What follows belongs to an exercise in optimizing a design on an open flow for small area, a short achievable clock period and few clock cycles per item; a production flow would make more cautious choices.
At most, simulation tests tie the RTL to the original design; equivalence was not proved.
Only the layout flow was run in runs 7 and 8; the RTL was not checked for function there.
In runs 2 to 8 the design's own scripts or RTL, not TritonCTS, make the clock network.
The clock input has no modelled driver; a real chip could not lean on it and would need a root buffer or a full tree.
Power is estimated from default activity; no workload was simulated.

## design/flow/flow/run.sh

```bash
#!/bin/bash
# The standard layout (standard.sh) with three changes:
# - the port buffers that placement inserts are the library's smallest
#   buffer instead of a delay cell; timing repair resizes them where needed;
# - clock tree synthesis does not add dummy loads to the clock nets;
# - after clock tree synthesis, flow/clocktree.tcl replaces its tree with a
#   two-level one: a root buffer on the clock port driving six leaf buffers,
#   each driving the flip-flops of one region of the core. Later steps
#   (routing, timing repair) run as in the standard flow.
export BUFFER_PORTS_ARGS="-buffer_cell sky130_fd_sc_hd__buf_1"
export CTS_ARGS="-sink_clustering_enable -repair_clock_nets -buf_list sky130_fd_sc_hd__clkbuf_8 -dont_use_dummy_load"
export POST_CTS_TCL="$PWD/flow/clocktree.tcl"
export MCTS_LEAVES=6
export MCTS_LEAF=sky130_fd_sc_hd__clkbuf_16
bash standard.sh > standard.log 2>&1
```

## design/flow/flow/clocktree.tcl

```tcl
# Replace the clock tree that clock_tree_synthesis built by a two-level
# tree: one root buffer fed by the clock port, driving NLEAF leaf buffers,
# each driving the clock pins of the flip-flops in one region of the core
# (regions split at the median x, then each half at its median y).
set block [ord::get_db_block]
set nleaf [expr {[info exists ::env(MCTS_LEAVES)] ? $::env(MCTS_LEAVES) : 4}]
set leaf_master [[ord::get_db] findMaster [expr {[info exists ::env(MCTS_LEAF)] ? $::env(MCTS_LEAF) : "sky130_fd_sc_hd__clkbuf_16"}]]
set root_master [[ord::get_db] findMaster sky130_fd_sc_hd__clkbuf_8]
set clk_net [$block findNet CLK]

# the clock nets: CLK and every net driven by a clock tree buffer
set tree_insts {}
set sinks {}
proc walk {net} {
  global tree_insts sinks
  foreach it [$net getITerms] {
    if {[$it isOutputSignal]} { continue }
    set inst [$it getInst]
    set mname [[$inst getMaster] getName]
    if {[string match "sky130_fd_sc_hd__clkbuf_*" $mname] || [string match "sky130_fd_sc_hd__clkinv*" $mname]} {
      lappend tree_insts $inst
      foreach o [$inst getITerms] {
        if {[$o isOutputSignal] && [$o getNet] ne "NULL"} { walk [$o getNet] }
      }
    } else {
      lappend sinks $it
    }
  }
}
walk $clk_net
puts "clocktree: [llength $sinks] sinks, removing [llength $tree_insts] tree cells"

foreach inst $tree_insts {
  foreach it [$inst getITerms] {
    set n [$it getNet]
    if {$n ne "NULL" && [$it isOutputSignal]} {
      foreach s [$n getITerms] { $s disconnect }
      odb::dbNet_destroy $n
    }
  }
}
foreach inst $tree_insts { odb::dbInst_destroy $inst }
foreach s $sinks { if {[$s getNet] ne "NULL"} { $s disconnect } }

proc center {it} {
  set b [[$it getInst] getBBox]
  return [list [expr {([$b xMin] + [$b xMax]) / 2}] [expr {([$b yMin] + [$b yMax]) / 2}]]
}
proc split_groups {items n axis} {
  if {$n <= 1} { return [list $items] }
  set keyed {}
  foreach it $items { lappend keyed [list [lindex [center $it] $axis] $it] }
  set sorted [lsort -integer -index 0 $keyed]
  set half [expr {[llength $sorted] * ($n / 2) / $n}]
  set a {}; set b {}
  set i 0
  foreach k $sorted { if {$i < $half} { lappend a [lindex $k 1] } else { lappend b [lindex $k 1] }; incr i }
  set na [expr {$n / 2}]
  return [concat [split_groups $a $na [expr {1 - $axis}]] [split_groups $b [expr {$n - $na}] [expr {1 - $axis}]]]
}
set groups [split_groups $sinks $nleaf 0]

set root [odb::dbInst_create $block $root_master clkroot]
set rnet [odb::dbNet_create $block clknet_root]
$rnet setSigType CLOCK
[$root findITerm A] connect $clk_net
[$root findITerm X] connect $rnet
set sx 0; set sy 0
set k 0
foreach g $groups {
  set x 0; set y 0
  foreach it $g { set c [center $it]; incr x [lindex $c 0]; incr y [lindex $c 1] }
  set x [expr {$x / [llength $g]}]; set y [expr {$y / [llength $g]}]
  set leaf [odb::dbInst_create $block $leaf_master clkleaf_$k]
  set lnet [odb::dbNet_create $block clknet_leaf_$k]
  $lnet setSigType CLOCK
  [$leaf findITerm A] connect $rnet
  [$leaf findITerm X] connect $lnet
  foreach it $g { $it connect $lnet }
  $leaf setLocation $x $y
  $leaf setPlacementStatus PLACED
  incr sx $x; incr sy $y
  puts "clocktree: leaf $k drives [llength $g] sinks at ($x, $y)"
  incr k
}
$root setLocation [expr {$sx / $k}] [expr {$sy / $k}]
$root setPlacementStatus PLACED
$clk_net setSigType CLOCK
detailed_placement
check_placement -verbose
```

## design/flow/standard.sh

```bash
#!/bin/bash
# synth_recipe.tcl (not shown) runs the flow's synth.tcl, then flattens the netlist and writes it again
# the make line also repeats each setting of config.mk as NAME=value (left out here)
make -C /OpenROAD-flow-scripts/flow DESIGN_CONFIG=/design/flow/config.mk WORK_HOME=/design/flow/orfs CLKGATE_MAP_FILE= SYNTH_SCRIPT=/design/flow/synth_recipe.tcl "${@:-finish}"
```

## design/flow/config.mk

```make
export PLATFORM = sky130hd
export DESIGN_NAME = medfilter2
export DESIGN_NICKNAME = medfilter2
export VERILOG_FILES = /design/flow/design.v
export SDC_FILE = /design/flow/constraint.sdc
export NUM_CORES = 4
export LEC_CHECK = 0
export CAP_MARGIN = 20
export CORE_MARGIN = 2
export CORE_UTILIZATION = 40
export CTS_BUF_LIST = sky130_fd_sc_hd__clkbuf_8
export SETUP_SLACK_MARGIN = 3.3
export SLEW_MARGIN = 20
```

## design/flow/constraint.sdc

```tcl
create_clock -name core_clock -period 5.5 [get_ports {CLK}]
set_input_delay 1.1000 -clock core_clock [delete_from_list [all_inputs] [get_ports {CLK}]]
set_output_delay 1.1000 -clock core_clock [all_outputs]
set_load 0.01 [all_outputs]
```

## design/flow/design.v

```verilog
`timescale 1ns / 1ps
module medfilter2
(
  CLK,
  RSTn,
  Start_sig,
  Done_sig,
  Data_out,
  Rom_addr,
  Rom_data
);
  input CLK;
  input RSTn;
  input Start_sig;
  output Done_sig;
  output [7:0] Data_out;
  output [17:0] Rom_addr;
  input [7:0] Rom_data;
  reg       st1;       
  reg       start_d;
  reg       run;
  reg [1:0] ph;        
  reg       z;         
  reg       first;     
  reg [8:0] rowA;
  reg [8:0] colA;
  reg       zq;        
  reg       done;
  wire start = st1 & ~start_d;
  always @(posedge CLK or negedge RSTn)
    if (!RSTn) begin
      st1     <= 1'b0;
      start_d <= 1'b0;
    end else begin
      st1     <= Start_sig;
      start_d <= st1;
    end
  wire      eor = ~z & (&colA);    
  wire [8:0] row_inc2 = {rowA[8:1] + 8'd1, rowA[0]};
  wire [8:0] row_dec1 = rowA - 9'd1;
  always @(posedge CLK or negedge RSTn)
    if (!RSTn) begin
      run  <= 1'b0;
      done <= 1'b0;
    end else begin
      if (start)
        run <= 1'b1;
      done <= run & ~start & ph[0] & ~first & ~(~z & colA == 9'd3);
    end
  always @(posedge CLK)
    if (start) begin
      ph    <= 2'd0;
      z     <= 1'b1;
      first <= 1'b1;
      rowA  <= 9'd511;
      colA  <= 9'd0;
      zq    <= 1'b1;
    end else begin
      ph  <= {ph[0], ~ph[1] & ~ph[0]};
      if (ph[1]) begin
        z    <= eor;
        if (!eor)
          rowA <= row_dec1;
        if (!z)
          colA <= colA + 9'd1;
      end else if (ph[0])
        rowA <= row_dec1;
      else
        rowA <= row_inc2;
      zq   <= z | (ph == 2'd0 && rowA == 9'd511) | (ph[0] && rowA == 9'd0);
      if (ph[0] && !z && colA == 9'd2)
        first <= 1'b0;
    end
  assign Rom_addr = {rowA, colA};
  assign Done_sig = done;
  wire g0 = (ph == 2'd0);
  wire g1 = (ph == 2'd1);
  wire g2 = (ph == 2'd2);
  reg [7:0] s0, s1, s2, s3, s4, s5, s6, s7, s8, s9, s10;
  reg [7:0] r0n, r1n, r2n, r3n;    
  reg [7:0] dout;
  wire cA = gt8(s1, s0);
  wire cB = gt8(s2, s0);
  wire hold1 = (g0 | g1) & cA;
  reg q_bc, q_ac, x1, x2, x3;
  wire gab = x3;
  wire gac = q_ac;
  wire gbc = q_bc;
  wire oa = g0 ? (gab & gac)   : g1 ? (gab ^ gac)    : (~gab & ~gac);
  wire ob = g0 ? (~gab & gbc)  : g1 ? ~(gab ^ gbc)   : (gab & ~gbc);
  wire oc = g0 ? (~gac & ~gbc) : g1 ? (gac ^ gbc)    : (gac & gbc);
  wire [7:0] op3n = ~(({8{oa}} & s10) | ({8{ob}} & s7) | ({8{oc}} & s4));
  reg f1, f1d, f2;
  wire fab = f1d;
  wire fac = f2;
  wire fbc = f1;
  wire [7:0] fmed = ~(({8{fab ^ fac}} & r3n) | ({8{~(fab ^ fbc)}} & r2n) | ({8{fac ^ fbc}} & r1n));
  function gt8;
    input [7:0] a, b;
    reg [7:0] g, p;
    reg [3:0] g2, p2;
    reg [1:0] g4, p4;
    integer i;
    begin
      g = a & ~b;
      p = a | ~b;
      for (i = 0; i < 4; i = i + 1) begin
        g2[i] = g[2*i+1] | p[2*i+1] & g[2*i];
        p2[i] = p[2*i+1] & p[2*i];
      end
      for (i = 0; i < 2; i = i + 1) begin
        g4[i] = g2[2*i+1] | p2[2*i+1] & g2[2*i];
        p4[i] = p2[2*i+1] & p2[2*i];
      end
      gt8 = g4[1] | p4[1] & g4[0];
    end
  endfunction
  always @(posedge CLK) begin
    s0  <= Rom_data & {8{~zq}};
    s1  <= hold1 ? s1 : s0;
    s2  <= g2 ? s1 :
           g0 ? (cA ? s0 : s1) :
           (cB ? s2 : (cA ? s0 : s1));
    s3  <= (g1 & cB) ? s0 : s2;
    s4  <= s3;
    s5  <= s4;
    s6  <= s5;
    s7  <= s6;
    s8  <= s7;
    s9  <= s8;
    s10 <= s9;
    q_bc <= gt8(s6, s3);
    q_ac <= gt8(s9, s3);
    x1  <= q_bc;
    x2  <= x1;
    x3  <= x2;
    r0n <= op3n;
    r1n <= r0n;
    r2n <= r1n;
    r3n <= r2n;
    f1  <= gt8(r0n, r1n);
    f2  <= gt8(r0n, r2n);
    f1d <= f1;
    dout <= fmed;
  end
  assign Data_out = dout;
endmodule
```

==> impl_metrics.toml, run 1 <==
[clock_tree]
clock-sinks = 163

[floorplan]
start_util_pct = 41.0
die-height_um = 123
rows = 43
die_x_um = 123
ios = 38

[synth]
ys_top_cells_by_count = "dfxtp_1 (143), inv_1 (43), nand2_1 (34), nor2_1 (27), nor2b_1 (21)"
syn_inst = 513
yosysMostFrequentCell = "dfxtp_1"
synth_top_area_share_pct = 50.3
yosys.area.top_type = "dfxtp_1"
synth.area.top_cells = "dfxtp_1 (50%), edfxtp_1 (8.4%), ha_1 (3.3%)"
ys_ff_latch = 163
synth_nets = 539
synth-main-ff-cell = "dfxtp_1"
synth_area_um2 = 5690
synth.distinct_cells = 51
ys_warn_count = 1
syn_avg_cell_area_um2 = 11.1
yosysSeqAreaShare_pct = 60.5
synth-edff-count = 16
async_flop_share_pct = 2.45

[placed_design]
io_buffers = 37
gp_congestion = 0.827
dp_hpwl_um = 6920

[status]
error = "Error: cts.tcl, 90 divide by zero"
lastStage = "clock tree synthesis (4_1_cts)"
status = "stopped before the end"
per-stage QoR:
step           setup WS, ns  util [%]  cells  cell area, um2  hold slack [ns]
2_1_floorplan          3.58         -    513            5690            0.310
3_3_place_gp           3.48      43.2    716            5990            0.312
3_5_place_dp           3.43      43.2    716            5990            0.313
power by group through the flow:
stage | sequential [mW] | combinational, mW | clock [mW]
3_3_place_gp | 2.08 | 1.08 | 0
2_1_floorplan | 1.98 | 0.912 | 0
3_5_place_dp | 2.11 | 1.12 | 0
cells by family after synthesis:
| group | share of synthesized area, % |
|---|---|
| flops | 60.5 |
| simple gates | 12.1 |
| compound gates | 12.3 |
| buf+inv | 3.92 |
| fa+ha+maj | 5.70 |
| mux | 3.74 |
| xor+xnor | 1.69 |
worst max-delay path by stage:
| stage | end | start | cells after the start | slack [ns] |
|---|---|---|---|---|
| 2_1_floorplan | s2[0]$_DFFE_PP_ | s1[0]$_DFFE_PN_ | 6 | 3.58 |
| 3_3_place_gp | s2[1]$_DFFE_PP_ | s1[0]$_DFFE_PN_ | 6 | 3.48 |
| 3_5_place_dp | s2[0]$_DFFE_PP_ | s1[0]$_DFFE_PN_ | 6 | 3.43 |
Testbench counts, summed over its fixed seeds: cycles 2,363,946, items 786,432.
==> run 2, diff against run 1 <==
--- a/design/flow/flow/clocktree.tcl
+++ b/design/flow/flow/clocktree.tcl
@@ -9,25 +9,26 @@
 set clk_net [$block findNet CLK]
 
 # the clock nets: CLK and every net driven by a clock tree buffer
-set tree_insts {}
-set sinks {}
+set ::mcts_tree {}
+set ::mcts_sinks {}
 proc walk {net} {
-  global tree_insts sinks
   foreach it [$net getITerms] {
     if {[$it isOutputSignal]} { continue }
     set inst [$it getInst]
     set mname [[$inst getMaster] getName]
     if {[string match "sky130_fd_sc_hd__clkbuf_*" $mname] || [string match "sky130_fd_sc_hd__clkinv*" $mname]} {
-      lappend tree_insts $inst
+      lappend ::mcts_tree $inst
       foreach o [$inst getITerms] {
         if {[$o isOutputSignal] && [$o getNet] ne "NULL"} { walk [$o getNet] }
       }
     } else {
-      lappend sinks $it
+      lappend ::mcts_sinks $it
     }
   }
 }
 walk $clk_net
+set tree_insts $::mcts_tree
+set sinks $::mcts_sinks
 puts "clocktree: [llength $sinks] sinks, removing [llength $tree_insts] tree cells"
 
 foreach inst $tree_insts {
--- a/design/flow/config.mk
+++ b/design/flow/config.mk
@@ -9,5 +9,5 @@
 export CORE_MARGIN = 2
 export CORE_UTILIZATION = 40
 export CTS_BUF_LIST = sky130_fd_sc_hd__clkbuf_8
-export SETUP_SLACK_MARGIN = 3.3
+export SETUP_SLACK_MARGIN = 3.4
 export SLEW_MARGIN = 20
==> run 2 against run 1 <==
Now clean on timing, DRC and antenna. Synthesized area stayed put. Synthesized cell count stayed put.
==> impl_metrics.toml, run 2 <==
[status]
status = "complete, no violations"

[floorplan]
core_um2 = 13900
die-height_um = 123
start_util_pct = 41.0
rows = 43
ios = 38
die_x_um = 123
dieArea_um2 = 15200

[synth]
ys_warn_count = 1
ys_top_cells_by_count = "dfxtp_1 (143), inv_1 (43), nand2_1 (34), nor2_1 (27), nor2b_1 (21)"
synth_top_area_share_pct = 50.3
yosysMostFrequentCell = "dfxtp_1"
yosysSeqAreaShare_pct = 60.5
syn_inst = 513
yosys.area.top_type = "dfxtp_1"
ys_ff_latch = 163
syn_avg_cell_area_um2 = 11.1
async_flop_share_pct = 2.45
synth_area_um2 = 5690
synth.area.top_cells = "dfxtp_1 (50%), edfxtp_1 (8.4%), ha_1 (3.3%)"
synth.distinct_cells = 51
synth-main-ff-cell = "dfxtp_1"
synth-edff-count = 16
synth_nets = 539

[clock_tree]
clk_pin_slew_ns = 0.10
worstSkewPairLatency_ns = 0.39
clock-sinks = 163

[placed_design]
io_buffers = 37
gp_congestion = 0.827
place_area_um2 = 5990
dp_hpwl_um = 6920

[power_and_ir_drop]
p_leak_nw = 2.57
peakVddDrop_mv = 0.224
power.density_nw_per_um2 = 604
p_total_mw = 3.79

[sta]
fmax_mhz = 483
final_hold_viol_count = 0
min_period_ns = 2.07
slew_viol_final = 0
setup_violations = 0
min_period_over_period_pct = 37.7
hold_ws_ns = 0.336
tightest_slew_ns = 0.834
fin_skew_ns = 0.00872
slew_headroom_pct = 44.3
rsz0062_at_grt = "true"
finalSetupTns_ns = 0

[route]
wirelength_um = 9870
vias = 3639
routed_via_density = 4.99
drc = 0
drtAntennaViolNets = 0
firstDrtPassIters = 4
drt-initial-drc-count = 187
wl_per_cell_um = 13.5

[cells_and_area]
design_area_um2 = 6280
drive_gt1_share_pct = 12.2
largestRegisters = "colA x9, rowA x9"
layout_common_cells = "dfxtp_1 (121), inv_1 (43), nand2_1 (34), nor2_1 (27), buf_1 (23)"
area_growth_pct = 10.3
layout_commonest_cell = "dfxtp_1"
n_antenna_cell = 0
final_nets = 577

[hold_path]
hp-class = "register to register"

[global_routing]
grt_pass1_vias = 3508
grt_usage_pct = 13.2
grt_pass1_wl_um = 16500
grt_antenna_before_repair = 0
grt_max_degree = 29
grt-ovfl-total = 0

[critical_path]
path_class = "register to register"
setup.worst_path.end_class = "register"
cp_max_fo = 6
critPathLaunchType = "register"
required_ns = 5.65
arrival_ns = 2.22

[run]
cap_violations = 0
run 2: cell counts after synthesis:
Identical to the previous run, type by type.
run 2: logic make-up (layout without fill, tap and decap cells):
kind of cell / Yosys count / in the layout / share of synthesized area [%]
multiplexers: 18 / 18 / 3.74
AND/OR/NAND/NOR: 137 / 137 / 12.1
adder cells (fa/ha/maj): 28 / 28 / 5.70
AO/OA/AOI/OAI: 98 / 98 / 12.3
buffers and inverters: 58 / 94 / 3.92
XOR/XNOR: 11 / 11 / 1.69
flip-flops: 163 / 163 / 60.5
run 2: worst paths after layout:
kind | startpoint | to | slack, ns | cells past startpoint
worst min register to register | s5[1]$_DFF_P_ | s6[1]$_DFF_P_ | 0.34 | 0
max in group asynchronous | RSTn | done$_DFF_PN0_ | 4.81 | 1
worst max register to register | s1[2]$_DFFE_PN_ | s2[0]$_DFFE_PP_ | 3.43 | 6
worst max-delay path | s1[2]$_DFFE_PN_ | s2[0]$_DFFE_PP_ | 3.43 | 6
worst min-delay path | s5[1]$_DFF_P_ | s6[1]$_DFF_P_ | 0.34 | 0
min in group asynchronous | RSTn | st1$_DFF_PN0_ | 0.51 | 1
run 2: metal layers:
layer	track usage [%]	part of all wire, %
met3	2.12	3.7
met2	22.4	47
met5	0	0
met4	2.84	0.94
met1	17.8	48
run 2: power by group:
group / switching (mW) / internal [mW] / total [mW]
registers: 0.376 / 1.72 / 2.10
logic: 0.594 / 0.564 / 1.16
clock network: 0.324 / 0.214 / 0.538
total: 1.30 / 2.50 / 3.79
run 2: final cells by class:
| type | instances | area, um2 |
|---|---|---|
| inverters | 44 | 165 |
| flip-flops and latches | 163 | 3490 |
| fillers | 1310 | 7600 |
| well taps | 180 | 225 |
| multi-input cells | 292 | 2030 |
| plain buffers | 7 | 164 |
| repair buffers | 43 | 201 |
run 2: critical path, stage by stage, from the launching register on:
cell and delay (ns):
edfxtp_1 0.42, nor2b_4 0.15, o21ai_1 0.14, o311ai_1 0.12
a221o_1 0.39, o21bai_4 0.29, mux2_4 0.33
run 2: through the flow:
step / instances / setup slack (ns) / util (%)
5_1_grt: 729 / 3.36 / 45.2
3_3_place_gp: 716 / 3.48 / 43.2
2_1_floorplan: 513 / 3.58 / -
6_report: 729 / 3.43 / 45.2
3_5_place_dp: 716 / 3.43 / 43.2
==> run 3, diff against run 2 <==
--- a/design/flow/design.v
+++ b/design/flow/design.v
@@ -35,7 +35,7 @@
       st1     <= Start_sig;
       start_d <= st1;
     end
-  wire      eor = ~z & (&colA);    
+  reg       eor;       
   wire [8:0] row_inc2 = {rowA[8:1] + 8'd1, rowA[0]};
   wire [8:0] row_dec1 = rowA - 9'd1;
   always @(posedge CLK or negedge RSTn)
@@ -55,8 +55,10 @@
       rowA  <= 9'd511;
       colA  <= 9'd0;
       zq    <= 1'b1;
+      eor   <= 1'b0;
     end else begin
       ph  <= {ph[0], ~ph[1] & ~ph[0]};
+      eor <= ~z & (colA == 9'd511);
       if (ph[1]) begin
         z    <= eor;
         if (!eor)
--- a/design/flow/config.mk
+++ b/design/flow/config.mk
@@ -7,7 +7,7 @@
 export LEC_CHECK = 0
 export CAP_MARGIN = 20
 export CORE_MARGIN = 2
-export CORE_UTILIZATION = 40
+export CORE_UTILIZATION = 55
 export CTS_BUF_LIST = sky130_fd_sc_hd__clkbuf_8
 export SETUP_SLACK_MARGIN = 3.4
 export SLEW_MARGIN = 20
==> run 3 against run 2 <==
Worst hold slack worse by 0.0029 ns. Combinational power up 4%. Still clean on timing, DRC and antenna. Critical endpoint is now Rom_addr[2]. Clock skew about the same. Critical path depth down 5. Flip-flop and latch count up 1. Wire length down 3.7%. Die area down 26%. Via count down 1.4%. Fmax up 1.7%. Utilization up 16 points. Sequential share of layout area up 0.58 points. Clock power about the same.
==> impl_metrics.toml, run 3 <==
[power_and_ir_drop]
power.density_nw_per_um2 = 618
p_leak_nw = 2.58
peakVddDrop_mv = 0.352
p_total_mw = 3.85

[route]
drt-initial-drc-count = 221
wl_per_cell_um = 14.0
drc = 0
drtAntennaViolNets = 0
routed_via_density = 5.28
wirelength_um = 9510
vias = 3587
firstDrtPassIters = 5

[cells_and_area]
layout_common_cells = "dfxtp_1 (127), inv_1 (42), nand2_1 (37), buf_1 (33), nor2_1 (25)"
area_growth_pct = 8.27
drive_gt1_share_pct = 11.6
layout_commonest_cell = "dfxtp_1"
n_fill_cell = 888
largestRegisters = "colA x9, rowA x9"
n_antenna_cell = 0
final_nets = 572

[critical_path]
cp_cell_sequence = "buf_1"
setup.worst_path.end_class = "primary output"
cp_top_family = "flip-flops"
arrival_ns = 0.94
cp_slowest_cell = "dfxtp_2"
cp.depth = 1
cp.buffers_inverters = 1
critPathLaunchType = "register"
path_class = "register to primary output"
reg2reg_depth = 5
cp_max_fo = 6
required_ns = 4.40
critical-path-max-stage-delay_ns = 0.39

[sta]
fmax_mhz = 491
setup_violations = 0
slew_viol_final = 0
slew_headroom_pct = 44.4
min_period_over_period_pct = 37.1
rsz0062_at_grt = "false"
min_period_ns = 2.04
finalSetupTns_ns = 0
fin_skew_ns = 0.00831
tightest_slew_ns = 0.829
hold_ws_ns = 0.333
final_hold_viol_count = 0

[synth]
synth_nets = 535
synth-main-ff-cell = "dfxtp_1"
synth_area_um2 = 5750
synth-edff-count = 16
yosysSeqAreaShare_pct = 60.2
yosysMostFrequentCell = "dfxtp_1"
synth_top_area_share_pct = 50.1
synth_adder_area_share_pct = 5.81
syn_inst = 509
synth-xor-area-share_pct = 2.13
synth.distinct_cells = 57
synth.area.top_cells = "dfxtp_1 (50%), edfxtp_1 (8.4%), ha_1 (3.3%)"
muxShareOfSynthArea_pct = 4.18
synth-simple-area-share_pct = 11.5
ys_top_cells_by_count = "dfxtp_1 (144), inv_1 (42), nand2_1 (37), nor2_1 (25)"
synth_top_family_by_area = "compound AO/OA/AOI/OAI gates"
ys_warn_count = 1
syn_avg_cell_area_um2 = 11.3
synth_compound_area_share_pct = 12.1
async_flop_share_pct = 2.44
ys_ff_latch = 164
yosys.area.top_type = "dfxtp_1"

[floorplan]
die_x_um = 106
dieArea_um2 = 11300
start_util_pct = 56.2
die-height_um = 106
ios = 38
core_um2 = 10200
rows = 37

[hold_path]
hp-class = "register to register"
hold_path_depth = 0

[global_routing]
grt_pass1_vias = 3402
grt_pass1_wl_um = 16200
grt-ovfl-total = 0
grt_usage_pct = 17.3
grt_antenna_before_repair = 0
grt_max_degree = 29

[clock_tree]
clk_pin_slew_ns = 0.10
clock-sinks = 164
worstSkewPairLatency_ns = 0.39

[placed_design]
io_buffers = 37
dp_hpwl_um = 6670
gp_congestion = 0.783

[status]
status = "complete, no violations"

[run]
cap_violations = 0
-- run 3: cell count changes in the layout (fill, tap and decap cells not counted), moves of 7 or more --
| cell | before | now |
|---|---|---|
| buf_1 | 23 | 33 |
| mux2_4 | 5 | 12 |
| buf_2 | 10 | 3 |
| nand3_1 | 14 | 7 |
| a21oi_1 | 18 | 11 |
-- run 3: metal layers --
| metal | global-route usage (%) | share of wire, % | wire (um) | up-vias |
|---|---|---|---|---|
| li1 | - | - | - | 1838 |
| met1 | 22.7 | 47 | 4420 | 1685 |
| met2 | 30.9 | 49 | 4620 | 54 |
| met3 | 2.33 | 3.4 | 324 | 10 |
| met4 | 3.38 | 1.4 | 136 | 0 |
| met5 | 0 | 0 | 0 | - |
-- run 3: final cells by class --
class / instances / area, um2 / share of cell area, %
Buffer: 7 / 164 / 2.63
Sequential cell: 164 / 3490 / 56.1
Inverter: 43 / 161 / 2.59
Tap cell: 136 / 170 / 2.73
Multi-Input combinational cell: 288 / 2060 / 33.0
Timing Repair Buffer: 42 / 181 / 2.91
-- run 3: final timing paths --
kind | from | endpoint | slack, ns
setup / recovery | colA[2]$_SDFFE_PP0P_ | Rom_addr[2] | 3.46
hold / removal | s8[7]$_DFF_P_ | s9[7]$_DFF_P_ | 0.33
setup reg to reg | s0[7]$_DFF_P_ | s2[2]$_DFFE_PP_ | 3.53
hold reg to reg | s8[7]$_DFF_P_ | s9[7]$_DFF_P_ | 0.33
max in group asynchronous | RSTn | run$_DFFE_PN0P_ | 4.80
min in group asynchronous | RSTn | done$_DFF_PN0_ | 0.51
-- run 3: power breakdown --
part	internal [mW]	total (mW)	switching (mW)	leakage [nW]
combinational	0.598	1.21	0.608	1.08
clock	0.214	0.536	0.322	0.0811
sequential	1.73	2.11	0.375	1.42
-- run 3: kinds of logic after synthesis --
group | Yosys count
fa+ha+maj | 29
simple gates | 130
buf+inv | 57
mux | 18
compound gates | 97
xor+xnor | 14
flops | 164
-- run 3: per-stage QoR --
| stage | setup WS, ns | cells | cell area [um2] | util, % |
|---|---|---|---|---|
| finish | 3.46 | 680 | 6230 | 60.9 |
| global placement | 3.17 | 668 | 5980 | 58.5 |
| floorplan | 3.46 | 509 | 5750 | - |
| global route | 3.40 | 680 | 6230 | 60.9 |
| detailed placement | 3.05 | 668 | 5980 | 58.5 |
Testbench counts of run 3, summed over its fixed seeds: cycles 2,363,946, items 786,432.
==> run 4, diff against run 3 <==
--- a/design/flow/config.mk
+++ b/design/flow/config.mk
@@ -7,7 +7,7 @@
 export LEC_CHECK = 0
 export CAP_MARGIN = 20
 export CORE_MARGIN = 2
-export CORE_UTILIZATION = 55
+export CORE_UTILIZATION = 40
 export CTS_BUF_LIST = sky130_fd_sc_hd__clkbuf_8
 export SETUP_SLACK_MARGIN = 3.4
 export SLEW_MARGIN = 20
==> run 4 against run 3 <==
Still clean. Clock skew decreased by 0.0030 ns. Fmax is essentially flat. Cell count increased by 5.9%. Clock power about the same. Sequential power hardly changed. Register-to-register slack improved by 0.02 ns. Die area increased by 36%. Cell area increased by 0.72%. Wire length up 2.4%. Critical endpoint is now Rom_addr[3]. Highest routed layer unchanged.
==> impl_metrics.toml, run 4 <==
[synth]
yosysMostFrequentCell = "dfxtp_1"
synth_area_um2 = 5750
ys_top_cells_by_count = "dfxtp_1 (144), inv_1 (42), nand2_1 (37), nor2_1 (25)"
synth.distinct_cells = 57
synth.area.top_cells = "dfxtp_1 (50%), edfxtp_1 (8.4%), ha_1 (3.3%)"
yosys.area.top_type = "dfxtp_1"
yosysSeqAreaShare_pct = 60.2
ys_warn_count = 1
syn_inst = 509
synth_top_area_share_pct = 50.1
async_flop_share_pct = 2.44
syn_avg_cell_area_um2 = 11.3
synth-edff-count = 16
ys_ff_latch = 164
synth-main-ff-cell = "dfxtp_1"
synth_nets = 535

[critical_path]
critical-path-max-stage-delay_ns = 0.38
cp_slowest_cell = "dfxtp_2"
path_class = "register to primary output"
arrival_ns = 0.94
cp_max_fo = 5
setup.worst_path.end_class = "primary output"
cp_top_family = "flip-flops"
cp_cell_sequence = "buf_1"
cp.buffers_inverters = 1
critPathLaunchType = "register"
required_ns = 4.40

[sta]
slew_viol_final = 0
slew_headroom_pct = 45.1
finalSetupTns_ns = 0
fin_skew_ns = 0.00531
fmax_mhz = 491
min_period_over_period_pct = 37.1
setup_violations = 0
fin_ws_ns = 3.46
final_hold_viol_count = 0
tightest_slew_ns = 0.822
min_period_ns = 2.04
rsz0062_at_grt = "false"

[route]
vias = 3629
wl_per_cell_um = 13.5
drtAntennaViolNets = 0
wirelength_um = 9740
firstDrtPassIters = 5
drc = 0
routed_via_density = 5.04
drt-initial-drc-count = 203

[floorplan]
ios = 38
die_x_um = 124
core_um2 = 14000
die-height_um = 124
rows = 43
start_util_pct = 41.1
dieArea_um2 = 15400

[global_routing]
grt_pass1_vias = 3407
grt_max_degree = 29
use_met3_pct = 2.01
met2_usage_pct = 22.0
grt-busiest-layer = "met2"
grt_usage_pct = 13.0
use_met1_pct = 17.8
grt_pass1_wl_um = 16400
grt-ovfl-total = 0
grt_antenna_before_repair = 0

[cells_and_area]
area_growth_pct = 9.05
drive_gt1_share_pct = 12.8
n_fill_cell = 1305
seqCellArea_um2 = 3490
design_area_um2 = 6270
n_antenna_cell = 0
largestRegisters = "colA x9, rowA x9"
layout_commonest_cell = "dfxtp_1"
layout_common_cells = "dfxtp_1 (127), inv_1 (42), nand2_1 (37), nor2_1 (25), buf_1 (25)"
final_nets = 568
multi_input_area_um2 = 2070

[placed_design]
dp_hpwl_um = 6940
place_area_um2 = 6040
gp_congestion = 0.824
dpl_worst_slack_ns = 3.01
io_buffers = 37

[power_and_ir_drop]
peakVddDrop_mv = 0.259
p_leak_nw = 2.58
power.density_nw_per_um2 = 613

[clock_tree]
clk_pin_slew_ns = 0.10
clock-sinks = 164
worstSkewPairLatency_ns = 0.40

[run]
cap_violations = 0

[status]
status = "complete, no violations"

[hold_path]
hp-class = "register to register"
run 4: metal layers:
layer | part of all wire, % | vias to the layer above
met2 | 47 | 60
met1 | 48 | 1729
met4 | 1.4 | 0
li1 | - | 1830
met3 | 3.6 | 10
met5 | 0 | -
run 4: power breakdown:
part | internal (mW) | switching, mW | total (mW)
Sequential | 1.73 | 0.385 | 2.12
Combinational | 0.588 | 0.596 | 1.18
Clock | 0.214 | 0.326 | 0.539
run 4: final cells by class:
type                       count  area share, %
tap                          180           3.59
buffer                         7           2.61
inverter                      43           2.57
multi-input combinational    288           32.9
sequential                   164           55.7
timing repair buffer          38           2.57
run 4: logic make-up after synthesis:
| group | after synthesis | synth area share (%) |
|---|---|---|
| muxes | 18 | 4.18 |
| buffers and inverters | 57 | 4.15 |
| DFF | 164 | 60.2 |
| xor gates and xnor gates | 14 | 2.13 |
| adders and majority gates | 29 | 5.81 |
| and+or+nand+nor | 130 | 11.5 |
| AOI/OAI and AO/OA | 97 | 12.1 |
run 4: final timing paths:
| check | from | endpoint | slack, ns | depth (start not counted) |
|---|---|---|---|---|
| worst max-delay path | colA[3]$_SDFFE_PP0P_ | Rom_addr[3] | 3.46 | 1 |
| worst min-delay path | s8[4]$_DFF_P_ | s9[4]$_DFF_P_ | 0.33 | 0 |
| worst max register to register | s2[0]$_DFFE_PP_ | s2[0]$_DFFE_PP_ | 3.55 | 6 |
| worst min register to register | s8[4]$_DFF_P_ | s9[4]$_DFF_P_ | 0.33 | 0 |
| max in group asynchronous | RSTn | run$_DFFE_PN0P_ | 4.81 | 1 |
| min in group asynchronous | RSTn | done$_DFF_PN0_ | 0.51 | 1 |
run 4: metrics by stage:
stage | hold slack, ns | std cells | power (mW) | utilization [%]
after global placement | 0.312 | 712 | 3.23 | 43.2
after floorplan | 0.310 | 509 | 2.98 | -
after detailed placement | 0.313 | 712 | 3.30 | 43.2
final | 0.332 | 720 | 3.84 | 44.8
after global routing | 0.331 | 720 | 4.13 | 44.8
==> run 5, diff against run 4 <==
--- a/design/flow/config.mk
+++ b/design/flow/config.mk
@@ -9,5 +9,5 @@
 export CORE_MARGIN = 2
 export CORE_UTILIZATION = 40
 export CTS_BUF_LIST = sky130_fd_sc_hd__clkbuf_8
-export SETUP_SLACK_MARGIN = 3.4
+export SETUP_SLACK_MARGIN = 3.35
 export SLEW_MARGIN = 20
==> run 5 against run 4 <==
Clock power about the same. Register-to-register slack lost 0.07 ns. Still clean on timing, DRC and antenna. Worst setup slack worse by 0.047 ns. Flip-flop and latch count did not move. Largest cell class unchanged.
==> impl_metrics.toml, run 5 <==
[critical_path]
required_ns = 4.40
path_class = "register to primary output"
cp_top_family = "flip-flops"
cp_max_fo = 8
cp_cell_sequence = "buf_1"
cp_slowest_cell = "dfxtp_2"
cp.buffers_inverters = 1
critical-path-max-stage-delay_ns = 0.42
critPathLaunchType = "register"
setup.worst_path.end_class = "primary output"
arrival_ns = 0.99

[global_routing]
grt_pass1_vias = 3407
grt_max_degree = 29
grt_usage_pct = 13.0
grt_pass1_wl_um = 16400
grt_antenna_before_repair = 0
grt-ovfl-total = 0

[sta]
tightest_slew_ns = 0.821
min_period_over_period_pct = 37.9
setup_violations = 0
fmax_mhz = 479
min_period_ns = 2.09
hold_ws_ns = 0.333
final_hold_viol_count = 0
slew_headroom_pct = 45.1
slew_viol_final = 0
fin_skew_ns = 0.00556
finalSetupTns_ns = 0
rsz0062_at_grt = "false"

[clock_tree]
worstSkewPairLatency_ns = 0.40
clock-sinks = 164
clk_pin_slew_ns = 0.10

[synth]
synth_nets = 535
synth_area_um2 = 5750
synth-edff-count = 16
async_flop_share_pct = 2.44
syn_avg_cell_area_um2 = 11.3
ys_ff_latch = 164
ys_warn_count = 1
yosysSeqAreaShare_pct = 60.2
syn_inst = 509
synth_top_area_share_pct = 50.1
synth.distinct_cells = 57
synth-main-ff-cell = "dfxtp_1"
synth.area.top_cells = "dfxtp_1 (50%), edfxtp_1 (8.4%), ha_1 (3.3%)"
ys_top_cells_by_count = "dfxtp_1 (144), inv_1 (42), nand2_1 (37), nor2_1 (25)"
yosysMostFrequentCell = "dfxtp_1"
yosys.area.top_type = "dfxtp_1"

[placed_design]
dp_hpwl_um = 6940
place_area_um2 = 6040
io_buffers = 37
gp_congestion = 0.824

[route]
firstDrtPassIters = 5
vias = 3623
wirelength_um = 9660
wl_per_cell_um = 13.4
drc = 0
routed_via_density = 5.03
drt-initial-drc-count = 185
drtAntennaViolNets = 0

[cells_and_area]
layout_common_cells = "dfxtp_1 (131), inv_1 (42), nand2_1 (37), buf_1 (36), nor2_1 (25)"
area_growth_pct = 8.48
final_nets = 568
design_area_um2 = 6240
drive_gt1_share_pct = 9.81
largestRegisters = "colA x9, rowA x9"
layout_commonest_cell = "dfxtp_1"
n_antenna_cell = 0

[power_and_ir_drop]
p_leak_nw = 2.55
power.density_nw_per_um2 = 613
peakVddDrop_mv = 0.257

[floorplan]
start_util_pct = 41.1
rows = 43
dieArea_um2 = 15400
die_x_um = 124
core_um2 = 14000
ios = 38
die-height_um = 124

[hold_path]
hp-class = "register to register"

[status]
status = "complete, no violations"

[run]
cap_violations = 0
-- run 5: cells by family after synthesis --
family | count (synthesis) | synth area share (%)
fa+ha+maj | 29 | 5.81
xor+xnor | 14 | 2.13
flops | 164 | 60.2
mux | 18 | 4.18
compound gates | 97 | 12.1
buf+inv | 57 | 4.15
simple gates | 130 | 11.5
-- run 5: stage by stage --
step / cells / util [%] / total power, mW / setup slack, ns
final: 720 / 44.6 / 3.82 / 3.41
after global routing: 720 / 44.6 / 4.11 / 3.35
after detailed placement: 712 / 43.2 / 3.30 / 3.01
after global placement: 712 / 43.2 / 3.23 / 3.16
after floorplan: 509 / - / 2.98 / 3.46
-- run 5: per-layer routing --
| layer | track usage, % | share of wire (%) | wire length, um | vias up |
|---|---|---|---|---|
| met4 | 2.67 | 1.4 | 138 | 0 |
| li1 | - | - | - | 1830 |
| met3 | 2.01 | 3.9 | 375 | 10 |
| met2 | 22.0 | 46 | 4460 | 63 |
| met1 | 17.8 | 48 | 4680 | 1720 |
| met5 | 0 | 0 | 0 | - |
-- run 5: final timing paths --
| check | cells after the start | slack [ns] | end | startpoint |
|---|---|---|---|---|
| max in group asynchronous | 1 | 4.80 | run$_DFFE_PN0P_ | RSTn |
| max | 1 | 3.41 | Rom_addr[11] | rowA[2]$_SDFFE_PP1P_ |
| min in group asynchronous | 1 | 0.51 | done$_DFF_PN0_ | RSTn |
| min | 0 | 0.33 | s9[4]$_DFF_P_ | s8[4]$_DFF_P_ |
| min reg2reg | 0 | 0.33 | s9[4]$_DFF_P_ | s8[4]$_DFF_P_ |
| max reg2reg | 6 | 3.48 | s2[1]$_DFFE_PP_ | s1[6]$_DFFE_PN_ |
-- run 5: where the power goes --
group	switching, mW	leakage (nW)	internal, mW
Combinational	0.592	1.05	0.580
Sequential	0.385	1.42	1.73
Clock	0.325	0.0811	0.213
-- run 5: final cells by class --
cell class | instances | area, um2
fillers | 1309 | 7750
flip-flops and latches | 164 | 3480
multi-input cells | 288 | 2060
well taps | 180 | 225
plain buffers | 7 | 164
inverters | 43 | 161
repair buffers | 38 | 148
-- run 5: worst register-to-register path: stages, from the launching register on --
cell,delay [ns]
edfxtp_1,0.39
inv_1,0.11
nor2_1,0.05
maj3_1,0.40
o22ai_1,0.25
a21o_2,0.26
mux2_4,0.32
==> run 6, diff against run 5 <==
--- a/design/flow/config.mk
+++ b/design/flow/config.mk
@@ -9,5 +9,5 @@
 export CORE_MARGIN = 2
 export CORE_UTILIZATION = 40
 export CTS_BUF_LIST = sky130_fd_sc_hd__clkbuf_8
-export SETUP_SLACK_MARGIN = 3.35
+export SETUP_SLACK_MARGIN = 3.45
 export SLEW_MARGIN = 20
==> run 6 against run 5 <==
First-iteration DRC count up 9.7%. Clock skew up 0.0015 ns. Worst hold slack about the same. Via count increased by 2.8%. Worst setup slack improved by 0.082 ns. Synthesized area is the same. Flip-flop and latch count is the same. Sequential share of layout area fell by 1.2 points. Sequential power about the same. Utilization increased by 1.4 points. Cell count rose by 2.4%. Critical path type unchanged. Largest cell class unchanged. Largest power group unchanged. Highest routed layer unchanged.
==> impl_metrics.toml, run 6 <==
[synth]
yosysSeqAreaShare_pct = 60.2
yosys.area.top_type = "dfxtp_1"
yosysMostFrequentCell = "dfxtp_1"
syn_inst = 509
synth_nets = 535
ys_top_cells_by_count = "dfxtp_1 (144), inv_1 (42), nand2_1 (37), nor2_1 (25)"
ys_warn_count = 1
synth.area.top_cells = "dfxtp_1 (50%), edfxtp_1 (8.4%), ha_1 (3.3%)"
synth.distinct_cells = 57
ys_ff_latch = 164
synth-edff-count = 16
synth_area_um2 = 5750
synth-main-ff-cell = "dfxtp_1"
syn_avg_cell_area_um2 = 11.3
async_flop_share_pct = 2.44
synth_top_area_share_pct = 50.1

[sta]
fmax_mhz = 499
slew_headroom_pct = 44.4
setup_violations = 0
fin_skew_ns = 0.00703
slew_viol_final = 0
finalSetupTns_ns = 0
min_period_ns = 2.00
min_period_over_period_pct = 36.4
tightest_slew_ns = 0.832
rsz0062_at_grt = "true"
final_hold_viol_count = 0

[critical_path]
cp.buffers_inverters = 1
cp_slowest_cell = "dfrtp_1"
setup.worst_path.end_class = "primary output"
reg2reg_depth = 6
cp.depth = 1
cp_cell_sequence = "clkbuf_2"
critical-path-max-stage-delay_ns = 0.38
critPathLaunchType = "register"
path_class = "register to primary output"
cp_max_fo = 1
cp_top_family = "flip-flops"
arrival_ns = 0.90
required_ns = 4.40

[route]
routed_via_density = 5.05
drc = 0
drtAntennaViolNets = 0
firstDrtPassIters = 5
wl_per_cell_um = 13.5
wirelength_um = 9950
drt-initial-drc-count = 203
vias = 3725

[cells_and_area]
seqCellArea_um2 = 3510
area_growth_pct = 11.8
layout_commonest_cell = "dfxtp_1"
utilization_pct = 46.0
n_antenna_cell = 0
n_fill_cell = 1297
layout_common_cells = "dfxtp_1 (127), inv_1 (42), nand2_1 (37), nor2_1 (25)"
largestRegisters = "colA x9, rowA x9"
drive_gt1_share_pct = 16.9
multi_input_area_um2 = 2070
final_nets = 585

[floorplan]
rows = 43
ios = 38
core_um2 = 14000
start_util_pct = 41.1
dieArea_um2 = 15400
die_x_um = 124
die-height_um = 124

[hold_path]
hold_path_depth = 0
hp-class = "register to register"

[clock_tree]
clk_pin_slew_ns = 0.10
clock-sinks = 164
worstSkewPairLatency_ns = 0.40

[global_routing]
grt_usage_pct = 13.2
grt_max_degree = 29
grt_antenna_before_repair = 0
grt-ovfl-total = 0
grt_pass1_wl_um = 16600
grt_pass1_vias = 3458

[placed_design]
gp_congestion = 0.824
dp_hpwl_um = 6940
io_buffers = 37

[power_and_ir_drop]
power.density_nw_per_um2 = 605
p_leak_nw = 2.70
peakVddDrop_mv = 0.259

[run]
cap_violations = 0

[status]
status = "complete, no violations"
## run 6: power breakdown
group | switching (mW) | internal [mW] | total [mW]
clock network | 0.324 | 0.213 | 0.538
registers | 0.353 | 1.73 | 2.08
logic | 0.637 | 0.630 | 1.27
total | 1.31 | 2.58 | 3.89
## run 6: worst paths after layout
check	start	end	slack, ns
min	s8[4]$_DFF_P_	s9[4]$_DFF_P_	0.33
min in group asynchronous	RSTn	start_d$_DFF_PN0_	0.51
max reg2reg	s1[6]$_DFFE_PN_	s2[1]$_DFFE_PP_	3.55
max in group asynchronous	RSTn	done$_DFF_PN0_	4.81
min reg2reg	s8[4]$_DFF_P_	s9[4]$_DFF_P_	0.33
max	done$_DFF_PN0_	Done_sig	3.50
## run 6: cells by family (layout without fill, tap and decap cells)
family,Yosys count,in the layout,synth area share (%)
compound gates,97,97,12.1
xor+xnor,14,14,2.13
fa+ha+maj,29,29,5.81
buf+inv,57,105,4.15
flops,164,164,60.2
mux,18,18,4.18
simple gates,130,130,11.5
## run 6: cell type report
cell class,count,share of cell area (%)
Timing Repair Buffer,55,4.75
Multi-Input combinational cell,288,32.1
Inverter,43,2.51
Buffer,7,2.55
Tap cell,180,3.50
Sequential cell,164,54.6
## run 6: layer usage
metal  share of wire [%]  vias up  wire, um  GRT usage [%]
li1                    -     1866         -              -
met1                  48     1779      4730           17.9
met2                  47       70      4690           22.4
met3                 3.9       10       393           2.01
met4                 1.4        0       138           2.67
met5                   0        -         0              0
## run 6: per-stage QoR
stage | setup slack (ns) | hold WS, ns | total power, mW | cell area, um2 | cells
2_1_floorplan | 3.46 | 0.310 | 2.98 | 5750 | 509
3_3_place_gp | 3.16 | 0.312 | 3.23 | 6040 | 712
3_5_place_dp | 3.01 | 0.313 | 3.30 | 6040 | 712
5_1_grt | 3.43 | 0.331 | 4.19 | 6430 | 737
6_report | 3.50 | 0.332 | 3.89 | 6430 | 737
==> run 7, diff against run 6 <==
--- a/design/flow/design.v
+++ b/design/flow/design.v
@@ -16,9 +16,7 @@
   output [7:0] Data_out;
   output [17:0] Rom_addr;
   input [7:0] Rom_data;
-  reg       st1;       
-  reg       start_d;
-  reg       run;
+  reg       run;       
   reg [1:0] ph;        
   reg       z;         
   reg       first;     
@@ -26,15 +24,7 @@
   reg [8:0] colA;
   reg       zq;        
   reg       done;
-  wire start = st1 & ~start_d;
-  always @(posedge CLK or negedge RSTn)
-    if (!RSTn) begin
-      st1     <= 1'b0;
-      start_d <= 1'b0;
-    end else begin
-      st1     <= Start_sig;
-      start_d <= st1;
-    end
+  wire start = Start_sig & ~run;
   reg       eor;       
   wire [8:0] row_inc2 = {rowA[8:1] + 8'd1, rowA[0]};
   wire [8:0] row_dec1 = rowA - 9'd1;
--- a/design/flow/config.mk
+++ b/design/flow/config.mk
@@ -9,5 +9,5 @@
 export CORE_MARGIN = 2
 export CORE_UTILIZATION = 40
 export CTS_BUF_LIST = sky130_fd_sc_hd__clkbuf_8
-export SETUP_SLACK_MARGIN = 3.45
+export SETUP_SLACK_MARGIN = 3.4
 export SLEW_MARGIN = 20
==> run 7 against run 6 <==
Clock skew increased by 0.0019 ns. Cell count decreased by 1.2%. Clock power about the same. Worst hold slack about the same. Combinational power increased by 3%. Register-to-register slack got worse by 0.10 ns. Total power increased by 5.5%. Critical path depth unchanged. Critical path type unchanged.
==> impl_metrics.toml, run 7 <==
[power_and_ir_drop]
peakVddDrop_mv = 0.250
switchingPower_mw = 1.43
power_frac_seq_pct = 55.0
p_leak_nw = 2.59
p_sw_share_pct = 34.9
clkPwrFrac_pct = 13.0
power.density_nw_per_um2 = 656
intPower_mw = 2.67
combPwrFrac_pct = 32.0

[synth]
async_flop_share_pct = 1.23
synth_nets = 537
synth.area.top_cells = "dfxtp_1 (51%), edfxtp_1 (8.5%), ha_1 (3.3%)"
syn_inst = 511
yosys.area.top_type = "dfxtp_1"
ys_ff_latch = 162
ys_warn_count = 1
yosysMostFrequentCell = "dfxtp_1"
syn_avg_cell_area_um2 = 11.1
synth-main-ff-cell = "dfxtp_1"
synth-edff-count = 16
yosysSeqAreaShare_pct = 60.2
synth_area_um2 = 5670
synth.distinct_cells = 56
synth_top_area_share_pct = 50.9
ys_top_cells_by_count = "dfxtp_1 (144), inv_1 (43), nand2_1 (38), nor2_1 (26), nor2b_1 (20)"

[critical_path]
setup.worst_path.end_class = "primary output"
critPathLaunchType = "register"
critical-path-max-stage-delay_ns = 0.40
cp.buffers_inverters = 1
cp_top_family = "flip-flops"
cp_slowest_cell = "dfxtp_1"
path_class = "register to primary output"
cp_cell_sequence = "buf_2"
arrival_ns = 0.95
cp_max_fo = 4
r2r_slack_ns = 3.45
required_ns = 4.40

[cells_and_area]
largestRegisters = "colA x9, rowA x9"
area_growth_pct = 10.3
final_nets = 576
layout_commonest_cell = "dfxtp_1"
design_area_um2 = 6250
layoutNonFillerInstCount = 728
layout_common_cells = "dfxtp_1 (125), inv_1 (43), nand2_1 (38), nor2_1 (26), buf_1 (24)"
n_fill_cell = 1300
n_antenna_cell = 0
drive_gt1_share_pct = 11.7

[placed_design]
dp_hpwl_um = 6620
place_area_um2 = 5990
io_buffers = 37
placed_cells = 717
gp_congestion = 0.777

[global_routing]
grt_antenna_before_repair = 0
grt_pass1_wl_um = 15900
grt_pass1_vias = 3420
grt_max_degree = 28
grt_usage_pct = 12.7
grt-ovfl-total = 0

[sta]
slew_viol_final = 0
fin_skew_ns = 0.00891
fmax_mhz = 487
final_hold_viol_count = 0
slew_headroom_pct = 45.4
tightest_slew_ns = 0.817
setup_violations = 0
rsz0062_at_grt = "true"
min_period_over_period_pct = 37.3
finalSetupTns_ns = 0
min_period_ns = 2.05

[status]
status = "complete, no violations"

[clock_tree]
clock-sinks = 162
worstSkewPairLatency_ns = 0.39
clk_pin_slew_ns = 0.10

[route]
firstDrtPassIters = 5
drc = 0
drtAntennaViolNets = 0
wirelength_um = 9370
wl_per_cell_um = 12.9
drt-initial-drc-count = 201
vias = 3627
routed_via_density = 4.98

[floorplan]
die_x_um = 123
ios = 38
dieArea_um2 = 15100
rows = 43
core_um2 = 13900
start_util_pct = 40.8
die-height_um = 123

[run]
cap_violations = 0

[hold_path]
hp-class = "register to register"
==> run 7: changes by cell type after synthesis, moves of 3 or more <==
| cell | delta |
|---|---|
| a21o_1 | -3 |
| a21oi_1 | +4 |
| buf_6 | -3 |
| mux2_1 | +6 |
| mux2_4 | -7 |
| o21ai_1 | +3 |
| o22ai_1 | -3 |
| xor2_1 | -4 |
==> run 7: power groups by stage <==
| stage | sequential, mW | combinational (mW) | clock (mW) |
|---|---|---|---|
| 2_1_floorplan | 2.13 | 1.03 | 0 |
| 3_3_place_gp | 2.24 | 1.25 | 0 |
| 3_5_place_dp | 2.26 | 1.28 | 0 |
| 5_1_grt | 2.35 | 1.49 | 0.597 |
| 6_report | 2.26 | 1.31 | 0.535 |
==> run 7: cell type report <==
type / count / area (um2) / area share [%]
well taps: 180 / 225 / 3.60
flip-flops and latches: 162 / 3450 / 55.2
repair buffers: 41 / 185 / 2.96
multi-input cells: 293 / 2060 / 32.9
inverters: 45 / 169 / 2.70
plain buffers: 7 / 164 / 2.62
==> run 7: cells by family (layout without fill, tap and decap cells) <==
group,Yosys count,count (layout),synth area share (%)
simple gates,137,137,12.2
compound gates,98,98,12.4
xor+xnor,12,12,1.85
mux,18,18,3.75
fa+ha+maj,28,28,5.72
flops,162,162,60.2
buf+inv,56,93,3.78
==> run 7: final timing paths <==
check,depth (start not counted),end,from
worst max-delay path,1,Rom_addr[9],rowA[0]$_SDFFE_PP1P_
worst min-delay path,0,s6[0]$_DFF_P_,s5[0]$_DFF_P_
worst max register to register,6,s2[2]$_DFFE_PP_,s1[2]$_DFFE_PN_
worst min register to register,0,s6[0]$_DFF_P_,s5[0]$_DFF_P_
max in group asynchronous,1,run$_DFFE_PN0P_,RSTn
min in group asynchronous,1,done$_DFF_PN0_,RSTn
==> run 7: metal layers <==
| layer | vias up | GRT usage (%) | part of all wire, % |
|---|---|---|---|
| met5 | - | 0 | 0 |
| met4 | 0 | 2.13 | 1.1 |
| li1 | 1865 | - | - |
| met2 | 53 | 22.5 | 47 |
| met1 | 1702 | 16.6 | 48 |
| met3 | 7 | 2.08 | 3.7 |
==> run 7: per-stage QoR <==
stage | power, mW | worst slack [ns] | hold slack, ns | util, %
6_report | 4.10 | 3.45 | 0.333 | 45.0
3_3_place_gp | 3.49 | 3.35 | 0.311 | 43.1
5_1_grt | 4.44 | 3.37 | 0.337 | 45.0
3_5_place_dp | 3.55 | 3.30 | 0.312 | 43.1
2_1_floorplan | 3.16 | 3.58 | 0.310 | -
==> run 8, diff against run 7 <==
--- a/design/flow/design.v
+++ b/design/flow/design.v
@@ -71,8 +71,10 @@
   reg [7:0] s0, s1, s2, s3, s4, s5, s6, s7, s8, s9, s10;
   reg [7:0] r0n, r1n, r2n, r3n;    
   reg [7:0] dout;
-  wire cA = gt8(s1, s0);
-  wire cB = gt8(s2, s0);
+  wire [7:0] din = Rom_data & {8{~zq}};
+  reg  qX, qY, qXd;
+  wire cA = g0 ? qX : (qXd ? qY : qX);
+  wire cB = qXd ? qX : qY;
   wire hold1 = (g0 | g1) & cA;
   reg q_bc, q_ac, x1, x2, x3;
   wire gab = x3;
@@ -108,7 +110,10 @@
     end
   endfunction
   always @(posedge CLK) begin
-    s0  <= Rom_data & {8{~zq}};
+    s0  <= din;
+    qX  <= gt8(s0, din);
+    qY  <= gt8(s1, din);
+    qXd <= qX;
     s1  <= hold1 ? s1 : s0;
     s2  <= g2 ? s1 :
            g0 ? (cA ? s0 : s1) :
==> run 8 against run 7 <==
Critical endpoint is now qX$_DFF_P_. Synthesized area up 1.1%. Clock power rose by 1%. Via count up 1.4%. Synthesized cell count is 0.20% lower. Die area grew 1.1%.
==> impl_metrics.toml, run 8 <==
[critical_path]
cp_top_family = "adder cells"
critPathLaunchType = "input pin"
r2r_start = "r1n[0]$_DFF_P_"
cp_max_fo = 3
setup.worst_path.end_class = "register"
required_ns = 5.84
cp_cell_sequence = "buf_1 > nor2b_1 > maj3_2 > maj3_2 > o21ai_2 > o41ai_2 > nor3_1 > maj3_2"
cp.buffers_inverters = 1
arrival_ns = 2.52
critical-path-max-stage-delay_ns = 0.31
crit_top_cell = "maj3_2"
path_class = "input pin to register"
worstReg2RegEnd = "f1$_DFF_P_"
reg2reg_depth = 6
cp_slowest_cell = "maj3_2"
r2r_slack_ns = 3.46

[power_and_ir_drop]
p_leak_nw = 2.57
peakVddDrop_mv = 0.234
p_total_mw = 4.10
power.density_nw_per_um2 = 644

[hold_path]
min_to = "s6[2]$_DFF_P_"
hp-class = "register to register"
hold_path_depth = 0
hp-start = "s5[2]$_DFF_P_"

[placed_design]
dp_hpwl_um = 6840
placed_cells = 712
gp_congestion = 0.830
io_buffers = 37

[global_routing]
grt_antenna_before_repair = 0
grt_usage_pct = 13.0
grt_pass1_vias = 3464
use_met3_pct = 1.83
grt-busiest-layer = "met2"
use_met1_pct = 18.3
grt-ovfl-total = 0
grt_max_degree = 29
met2_usage_pct = 21.1
grt_pass1_wl_um = 16500

[sta]
tightest_slew_ns = 0.900
fin_skew_ns = 0.00681
hold_ws_ns = 0.334
finalSetupTns_ns = 0
fmax_mhz = 460
slew_headroom_pct = 39.9
rsz0062_at_grt = "true"
final_hold_viol_count = 0
min_period_over_period_pct = 39.6
min_period_ns = 2.18
slew_viol_final = 0
setup_violations = 0

[cells_and_area]
multi_input_area_um2 = 2120
area_growth_pct = 11.1
layout_commonest_cell = "dfxtp_1"
layoutNonFillerInstCount = 722
layout_common_cells = "dfxtp_1 (126), inv_1 (41), nand2_1 (30), buf_1 (24), nor2_1 (21)"
largestRegisters = "colA x9, rowA x9"
n_fill_cell = 1282
final_nets = 570
seqCellArea_um2 = 3520
n_antenna_cell = 0
drive_gt1_share_pct = 17.3

[floorplan]
start_util_pct = 41.1
dieArea_um2 = 15300
ios = 38
die_x_um = 124
core_um2 = 13900
rows = 43
die-height_um = 124

[synth]
yosysMostFrequentCell = "dfxtp_1"
synth_area_um2 = 5730
async_flop_share_pct = 1.21
synth-edff-count = 16
synth.area.top_cells = "dfxtp_1 (51%), edfxtp_1 (8.4%), ha_1 (3.3%)"
syn_avg_cell_area_um2 = 11.2
yosysSeqAreaShare_pct = 60.6
synth-main-ff-cell = "dfxtp_1"
ys_ff_latch = 165
synth_top_area_share_pct = 51.4
yosys.area.top_type = "dfxtp_1"
ys_top_cells_by_count = "dfxtp_1 (147), inv_1 (41), nand2_1 (30), nor2_1 (22), o21ai_0 (22)"
ys_warn_count = 1
syn_inst = 510
synth.distinct_cells = 49
synth_nets = 536

[route]
drt-initial-drc-count = 184
wirelength_um = 9860
firstDrtPassIters = 6
drc = 0
drtAntennaViolNets = 0
routed_via_density = 5.09
vias = 3678
wl_per_cell_um = 13.7

[clock_tree]
clk_pin_slew_ns = 0.10
worstSkewPairLatency_ns = 0.39
clock-sinks = 165

[status]
status = "complete, no violations"

[run]
cap_violations = 0
-- run 8: cell types whose count changed after synthesis, sizes merged, moves of 3 or more --
cell    delta
nand2      -8
inv        -3
mux2i      -3
o22ai      -5
o21ai      +5
a221oi     +3
nand2b     +3
clkbuf     +6
nor2b      -6
dfxtp      +3
mux2       +4
nor3       +4
nor2       -5
maj3      +10
-- run 8: routing by layer --
metal / part of all wire [%] / vias to the layer above
met1: 49 / 1771
met2: 47 / 47
li1: - / 1852
met3: 2.8 / 8
met5: 0 / -
met4: 1.0 / 0
-- run 8: cell families after synthesis --
kind of cell / Yosys count / share of synthesized area (%)
buf+inv: 56 / 3.67
fa+ha+maj: 38 / 7.51
mux: 19 / 3.65
xor+xnor: 11 / 1.68
flops: 165 / 60.6
compound gates: 97 / 11.9
simple gates: 124 / 11.0
-- run 8: layout make-up --
cell class	instances	area share, %
plain buffers	7	2.57
inverters	41	2.42
multi-input cells	289	33.4
flip-flops and latches	165	55.3
well taps	180	3.54
repair buffers	40	2.83
-- run 8: metrics by stage --
step	util (%)	setup WS, ns	area (um2)
detailed placement	43.4	2.93	6040
floorplan	-	3.21	5730
global placement	43.4	2.97	6040
finish	45.7	3.32	6370
global route	45.7	3.29	6370
-- run 8: how the worst max path moves through the flow --
stage | from | end | slack, ns | cells after the start
detailed placement | Rom_data[0] | qX$_DFF_P_ | 2.93 | 8
floorplan | Rom_data[3] | qX$_DFF_P_ | 3.21 | 7
global placement | Rom_data[0] | qX$_DFF_P_ | 2.97 | 8
finish | Rom_data[3] | qX$_DFF_P_ | 3.32 | 8
global route | Rom_data[0] | qX$_DFF_P_ | 3.29 | 8
-- run 8: where the power goes --
part / internal (mW) / switching, mW / leakage, nW / total (mW)
logic: 0.637 / 0.642 / 1.06 / 1.28
clock network: 0.214 / 0.327 / 0.0811 / 0.541
registers: 1.85 / 0.437 / 1.43 / 2.28

## static timing again, ports no longer ideal
In the flow no input, the clock included, has a driving cell. The finished layouts below were timed again as built, in two steps.
Step 1, drivers: a clkbuf_16 drives CLK and a buf_2 each remaining input, both assumed.
Step 2 also shifts input and output timing later by t, the mid clock arrival at the registers, as if the neighbouring blocks saw the same clock.
Slacks: ideal ports / drivers / drivers and shift; pairs: ideal ports / drivers.
run	t, ns	setup slack, ns	clock arrival spread, ns	worst data-port slew with drivers (ns)	pins driven straight from the clock port
run 2	0.427	3.428 / 3.428 / 3.428	0.009 / 0.010	0.03	1
run 3	0.423	3.462 / 3.427 / 3.527	0.009 / 0.008	0.03	1
run 4	0.430	3.461 / 3.426 / 3.552	0.006 / 0.007	0.03	1
run 5	0.430	3.414 / 3.379 / 3.485	0.007 / 0.007	0.03	1
run 6	0.431	3.497 / 3.461 / 3.547	0.007 / 0.007	0.03	1
run 7	0.422	3.448 / 3.415 / 3.313	0.013 / 0.013	0.03	1
run 8	0.420	3.324 / 3.336 / 2.916	0.009 / 0.008	0.03	1
After both steps every run listed still meets setup and hold. The setup slack of run 8, which loses most, moves by +0.012 ns with the drivers and by -0.408 ns with both steps.
